Context: an optimization exercise on an open-source flow, tuned for small area and a short achievable clock period. The choices shown serve that exercise and are no tape-out recipe. RTL that was checked went through simulation tests only; none was proved equivalent to the original. No functional check of the RTL was part of run 1.

==> flow/design.v (outline; a module is shown in full before it is edited, if it fits) <==
// module PE: 997 lines
module PE#(
    parameter d_width = 32,
    parameter a_width = 8,
    parameter iact_size =  5,
    parameter kernel_size = 3
)
(
    input start,
    input clk, rst_n,
    input [d_width -1 : 0] weight,
    input [d_width -1 : 0] iact,
    output reg load_weight,
    output reg load_iact,
    output reg done,
    output reg [d_width -1 : 0] pe_out
);
  // ...
==> flow/run.sh <==
#!/bin/bash
# synth_recipe.tcl (not shown) runs the flow's synth.tcl, then flattens the netlist and writes it again
# the make line also repeats each setting of config.mk as NAME=value (left out here)
make -C /OpenROAD-flow-scripts/flow DESIGN_CONFIG=/design/flow/config.mk WORK_HOME=/design/flow/orfs CLKGATE_MAP_FILE= SYNTH_SCRIPT=/design/flow/synth_recipe.tcl finish
==> flow/config.mk <==
export PLATFORM = sky130hd
export DESIGN_NAME = PE
export DESIGN_NICKNAME = PE
export VERILOG_FILES = /design/flow/design.v
export SDC_FILE = /design/flow/constraint.sdc
export NUM_CORES = 4
export LEC_CHECK = 0
export CAP_MARGIN = 20
export CORE_MARGIN = 2
export CORE_UTILIZATION = 60
export CTS_BUF_LIST = sky130_fd_sc_hd__clkbuf_4
export SLEW_MARGIN = 20
==> flow/constraint.sdc <==
create_clock -name core_clock -period 10.0 [get_ports {clk}]
set_input_delay 2.0000 -clock core_clock [delete_from_list [all_inputs] [get_ports {clk}]]
set_output_delay 2.0000 -clock core_clock [all_outputs]
set_load 0.01 [all_outputs]
==> results.json, run 1 <==
{
  "status": "timing/DRC/antenna clean",
  "worstSkewPairLatency_ps": 890,
  "post-synth-top-count-cell": "dfxtp_1",
  "overflow": 0,
  "grt_pass1_vias": 19038,
  "stdcell_area_um2": 29700,
  "setup_slack_ps": 5960,
  "syn-instance-count": 2446,
  "tightest_slew_ps": 1110,
  "largest_class": "multi-input combinational cells",
  "yosys.area_share.simple": 0.0614,
  "tapCellCount": 592,
  "multi_input_area_share": 0.510,
  "r2r_cells": 11,
  "dr_wl_met2_mm": 29.3,
  "groute.usage.overall": 0.286,
  "synthTopCellsByArea": "dfxtp_1 32%, fa_1 21%, a22oi_1 7.2%, xnor2_1 6.3%, xor2_1 4.5%",
  "layout.nets": 2962,
  "maxSlewHeadroom": 0.257,
  "postCtsSetupBuffers": 0,
  "nClkBuffers": 166,
  "multi_input_area_um2": 15200,
  "worstHoldEndpoint": "r3[2]$_DFF_P_",
  "cts_tree": "built",
  "synth_seq_cells": 476,
  "place_area_um2": 28200,
  "setup_viol": 0,
  "final_core_util": 0.674,
  "worst_path_max_delay_cell": "dfxtp_1",
  "cts_hold_buf": 0,
  "start_util": 0.607,
  "ys_top_cells_by_count": "430 x dfxtp_1, 317 x inv_1, 284 x fa_1",
  "top_layer_used": "met4",
  "synth_mux_area_frac": 0.0479,
  "hold_ws_ps": 308,
  "drt-met1-wl_mm": 26.9,
  "path_cells": "a22oi_1 > xor2_1 > fa_1 > fa_1 > inv_1 > fa_1 > inv_1 > fa_1 > inv_1 > fa_1 > nor2b_1",
  "dp_hpwl_mm": 44.0,
  "ys_types": 60,
  "ant_nets": 0,
  "synth_top_cell_by_area": "dfxtp_1"
}
==> inputs of run 2 (changes only) <==
--- a/flow/design.v
+++ b/flow/design.v
@@ -27,17 +27,17 @@
     reg hold;    
     reg outp;    
     always @(posedge clk or negedge rst_n)
         if (!rst_n) begin
             ld_i <= 1'b0; ld_w <= 1'b0; clr <= 1'b0; tap4 <= 1'b0; hold <= 1'b0; outp <= 1'b0;
         end else begin
             ld_i <= (nc >= 5'd1) && (nc <= 5'd5);
             ld_w <= (nc >= 5'd7) && (nc <= 5'd9);
-            clr  <= (nc == 5'd9) || (nc == 5'd14) || (nc == 5'd18);
+            clr  <= (nc == 5'd10) || (nc == 5'd15) || (nc == 5'd19);
             tap4 <= (nc == 5'd14) || (nc == 5'd18) || (nc == 5'd19) || (nc == 5'd20);
             hold <= (nc == 5'd12);
             outp <= (nc == 5'd14) || (nc == 5'd18) || (nc == 5'd22);
         end
     reg [31:0] r0, r1, r2, r3, r4;
     reg [31:0] w0, w1, w2;
     reg [31:0] a;           
     always @(posedge clk) begin
@@ -50,18 +50,18 @@
     integer k;
     always @(posedge clk)
         for (k = 0; k < 16; k = k + 1) begin
             one[k] <= ~hold & (bx[2*k+1] ^ bx[2*k]);
             two[k] <= ~hold & ((bx[2*k+2] & ~bx[2*k+1] & ~bx[2*k]) | (~bx[2*k+2] & bx[2*k+1] & bx[2*k]));
             neg[k] <= ~hold & bx[2*k+2] & ~(bx[2*k+1] & bx[2*k]);
         end
     reg [31:0] acc0_s, acc0_c;
-    wire [31:0] f0_s = acc0_s;
-    wire [31:0] f0_c = acc0_c;
+    wire [31:0] f0_s = clr ? 32'd0 : acc0_s;
+    wire [31:0] f0_c = clr ? 32'd0 : acc0_c;
     wire pp0_0 = ((one[0] & a[0]) | (two[0] & 1'b0)) ^ neg[0];
     wire pp0_1 = ((one[0] & a[1]) | (two[0] & a[0])) ^ neg[0];
     wire pp0_2 = ((one[0] & a[2]) | (two[0] & a[1])) ^ neg[0];
     wire pp0_3 = ((one[0] & a[3]) | (two[0] & a[2])) ^ neg[0];
     wire pp0_4 = ((one[0] & a[4]) | (two[0] & a[3])) ^ neg[0];
     wire pp0_5 = ((one[0] & a[5]) | (two[0] & a[4])) ^ neg[0];
     wire pp0_6 = ((one[0] & a[6]) | (two[0] & a[5])) ^ neg[0];
     wire pp0_7 = ((one[0] & a[7]) | (two[0] & a[6])) ^ neg[0];
@@ -717,23 +717,20 @@
     assign n0_s[28] = c336;
     assign n0_c[28] = s351;
     assign n0_s[29] = c352;
     assign n0_c[29] = s367;
     assign n0_s[30] = c368;
     assign n0_c[30] = s383;
     assign n0_s[31] = x400;
     assign n0_c[31] = c384;
-    always @(posedge clk) begin
-        acc0_s <= clr ? 32'd0 : n0_s;
-        acc0_c <= clr ? 32'd0 : n0_c;
-    end
+    always @(posedge clk) begin acc0_s <= n0_s; acc0_c <= n0_c; end
     reg [31:16] acc1_s, acc1_c;
-    wire [31:16] f1_s = acc1_s;
-    wire [31:16] f1_c = acc1_c;
+    wire [31:16] f1_s = clr ? 16'd0 : acc1_s;
+    wire [31:16] f1_c = clr ? 16'd0 : acc1_c;
     wire pp8_16 = ((one[8] & a[0]) | (two[8] & 1'b0)) ^ neg[8];
     wire pp8_17 = ((one[8] & a[1]) | (two[8] & a[0])) ^ neg[8];
     wire pp8_18 = ((one[8] & a[2]) | (two[8] & a[1])) ^ neg[8];
     wire pp8_19 = ((one[8] & a[3]) | (two[8] & a[2])) ^ neg[8];
     wire pp8_20 = ((one[8] & a[4]) | (two[8] & a[3])) ^ neg[8];
     wire pp8_21 = ((one[8] & a[5]) | (two[8] & a[4])) ^ neg[8];
     wire pp8_22 = ((one[8] & a[6]) | (two[8] & a[5])) ^ neg[8];
     wire pp8_23 = ((one[8] & a[7]) | (two[8] & a[6])) ^ neg[8];
@@ -973,20 +970,17 @@
     assign n1_s[28] = c484;
     assign n1_c[28] = s497;
     assign n1_s[29] = c498;
     assign n1_c[29] = s511;
     assign n1_s[30] = c512;
     assign n1_c[30] = s527;
     assign n1_s[31] = x544;
     assign n1_c[31] = c528;
-    always @(posedge clk) begin
-        acc1_s <= clr ? 16'd0 : n1_s;
-        acc1_c <= clr ? 16'd0 : n1_c;
-    end
+    always @(posedge clk) begin acc1_s <= n1_s; acc1_c <= n1_c; end
     wire [31:0] sum = acc0_s + acc0_c + {acc1_s, 16'd0} + {acc1_c, 16'd0};
     always @(posedge clk or negedge rst_n)
         if (!rst_n) begin
             load_iact <= 1'b0; load_weight <= 1'b0; done <= 1'b0; pe_out <= 32'd0;
         end else if (cnt == 5'd0) begin
             load_iact <= 1'b0; load_weight <= 1'b0; done <= 1'b0; pe_out <= 32'd0;
         end else begin
             if (cnt == 5'd6) load_iact <= 1'b1;
==> flow/config.mk (replaced) <==
export PLATFORM = sky130hd
export DESIGN_NAME = PE
export DESIGN_NICKNAME = PE
export VERILOG_FILES = /design/flow/design.v
export SDC_FILE = /design/flow/constraint.sdc
export NUM_CORES = 4
export LEC_CHECK = 0
export CAP_MARGIN = 20
export CORE_MARGIN = 2
export CORE_UTILIZATION = 40
export SLEW_MARGIN = 20
==> run 2 against run 1 <==
Still clean. Global-route usage down 9.4 points. Final area rose by 1.7%. Critical path depth decreased by 2. Critical endpoint is now acc0_c[15]$_DFF_P_.
==> results.json, run 2 <==
{
  "gp_congestion": 0.899,
  "cts_resized": 0,
  "ys_top_cells_by_count": "430 x dfxtp_1, 296 x inv_1, 284 x fa_1",
  "final_hold_viol_count": 0,
  "drive_above_1_share": 0.0981,
  "avgSynthCellArea_um2": 10.9,
  "synthToLayoutAreaGrowth_pct": 13.0,
  "cts_root_buf": "clkbuf_16",
  "routed_wl_mm": 65.0,
  "dp_cells": 3277,
  "synth_seq_cells": 476,
  "layout.nets": 2892,
  "worstPathRequired_ps": 10480,
  "path_clk_slew_ps": 60,
  "grt_antenna_before_repair": 0,
  "ant_nets": 0,
  "finalMaxSlewViolations": 0,
  "vias": 17225,
  "clockBufferDepth": 3,
  "chipHeight_um": 263,
  "yosys_warnings": 1,
  "async_flop_share": 0.0966,
  "synthTopCellsByArea": "dfxtp_1 32%, fa_1 21%, a22oi_1 7.2%, xnor2_1 5.6%, xor2_1 5.3%",
  "grt_pass1_vias": 18497,
  "setup_tns_ps": 0,
  "min_period_ps": 4210,
  "ys.flop_type": "dfxtp_1",
  "yosysSeqAreaShare": 0.365,
  "dr.pass1.iters": 7,
  "startpoint": "clr$_DFF_PN0_",
  "syn-instance-count": 2449,
  "ios": 102,
  "hp-class": "reg -> reg",
  "clock-sinks": 476,
  "final.period_utilization": 0.421,
  "synth-edff-count": 0,
  "skew_ps": 44.8,
  "die-area_um2": 69000,
  "synth_top_cell_by_area": "dfxtp_1",
  "maxSlewHeadroom": 0.239,
  "worstSkewPairLatency_ps": 620,
  "viasPerCell": 5.11,
  "rsz0062_at_grt": "no",
  "status": "timing/DRC/antenna clean",
  "layout.cells.non_filler": 3371,
  "route.met3.wl_mm": 4.23,
  "drt-met1-wl_mm": 29.1,
  "dr_wl_met2_mm": 30.2,
  "postCtsSetupBuffers": 0,
  "critPathLaunchType": "flip-flop",
  "port_buffers": 101,
  "overflow": 0,
  "antennaDiodeCount": 0,
  "post-synth-top-count-cell": "dfxtp_1",
  "synth_area_um2": 26800,
  "final_cell_mix": "426 x dfxtp_1, 296 x inv_1, 284 x fa_1",
  "cts_tree": "built",
  "wl_per_cell_um": 19.3,
  "ys_types": 52,
  "cp.arrival_ps": 4690,
  "reg2reg_from": "clr$_DFF_PN0_",
  "tightest_slew_ps": 1140,
  "synth_top_cell_area_share": 0.322,
  "grt_pass1_wl_mm": 105,
  "cp_max_fo": 54,
  "grt_max_degree": 55,
  "crit_path_end_kind": "flip-flop",
  "max_freq_mhz": 237,
  "synth_nets": 2876,
  "worstHoldStart": "r1[16]$_DFF_P_",
  "cap_viol_max_count": 0,
  "numCtsBuffers": 50,
  "top_layer_used": "met4",
  "groute.usage.overall": 0.191,
  "dp_hpwl_mm": 46.0,
  "setup_viol": 0,
  "path_class": "reg -> reg",
  "final_common_cell": "dfxtp_1",
  "drc": 0,
  "first_iter_violations": 1177,
  "htree_levels": 2,
  "die_w_um": 263,
  "start_util": 0.406,
  "rows": 94,
  "cts_hold_buf": 0,
  "core_area_um2": 66000
}
## run 2: cell type report
| cell class | count | area (µm²) |
|---|---|---|
| sequential | 476 | 9770 |
| clock inverter | 30 | 387 |
| tap | 864 | 1080 |
| fill | 6039 | 35700 |
| timing repair buffer | 136 | 1270 |
| multi-input combinational | 1503 | 15200 |
| clock buffer | 64 | 1380 |
| inverter | 298 | 1120 |
## run 2: cells by family (layout without fill, tap and decap cells)
logic type	count (synthesis)	in the layout	synth area share
muxes	120	120	0.0495
AOI/OAI and AO/OA	380	380	0.101
buffers and inverters	470	528	0.0662
xor gates and xnor gates	334	334	0.109
and+or+nand+nor	309	309	0.0617
DFF	476	476	0.365
adders and majority gates	360	360	0.248
## run 2: final timing paths
path	endpoint	cells past startpoint	slack, ps
hold reg to reg	r0[16]$_DFF_P_	0	320
setup / recovery	acc0_c[15]$_DFF_P_	9	5790
max in group asynchronous	pe_out[30]$_DFFE_PN0P_	1	8170
hold / removal	r0[16]$_DFF_P_	0	320
setup reg to reg	acc0_c[15]$_DFF_P_	9	5790
min in group asynchronous	clr$_DFF_PN0_	1	1400
## run 2: routing by layer
metal	track usage	up-vias
met1	0.266	8631
met2	0.308	552
met4	0.0550	0
li1	-	7948
met5	0	-
met3	0.0319	94
## run 2: critical path, stage by stage, from the launching register on
cell,delay (ps)
dfrtp_2,780
buf_4,530
nor2b_1,140
fa_1,540
inv_1,70
fa_1,500
fa_1,460
fa_1,540
inv_1,50
fa_1,450
## run 2: metrics by stage
stage / setup WS (ps) / area, µm² / utilization / hold slack (ps)
floorplan: 6110 / 26800 / - / 310
global placement: 5820 / 28500 / 0.431 / 310
detailed placement: 5780 / 28500 / 0.431 / 312
CTS: 5730 / 30200 / 0.458 / 317
global route: 5540 / 30200 / 0.458 / 319
finish: 5790 / 30200 / 0.458 / 320

## static timing again, ports no longer ideal
How much do the figures lean on ideal ports? The routed layouts below were timed once more, with nothing changed but the port constraints.
Step 1 (the two cells are an assumption about what drives the block):
set clk [get_ports {clk}]
set_driving_cell -lib_cell sky130_fd_sc_hd__clkbuf_16 $clk
set_driving_cell -lib_cell sky130_fd_sc_hd__buf_2 [delete_from_list [all_inputs] $clk]
Step 2 moves the port delays by t, midway between the first and last clock arrival at a register: inputs arrive t later, outputs are due t later. That takes back most of the time a late clock gives input paths.
a / b / c = ideal / step 1 / step 2; a / b = the first two.
run	t, ns	setup WS [ns]	hold slack, ns	worst data-port slew with drivers (ns)	pins driven straight from the clock port
run 1	0.926	5.963 / 5.963 / 5.963	0.308 / 0.308 / 0.308	0.05	1
run 2	0.659	5.787 / 5.787 / 5.787	0.320 / 0.320 / 0.320	0.04	1
After both steps setup and hold are still met in every run listed.
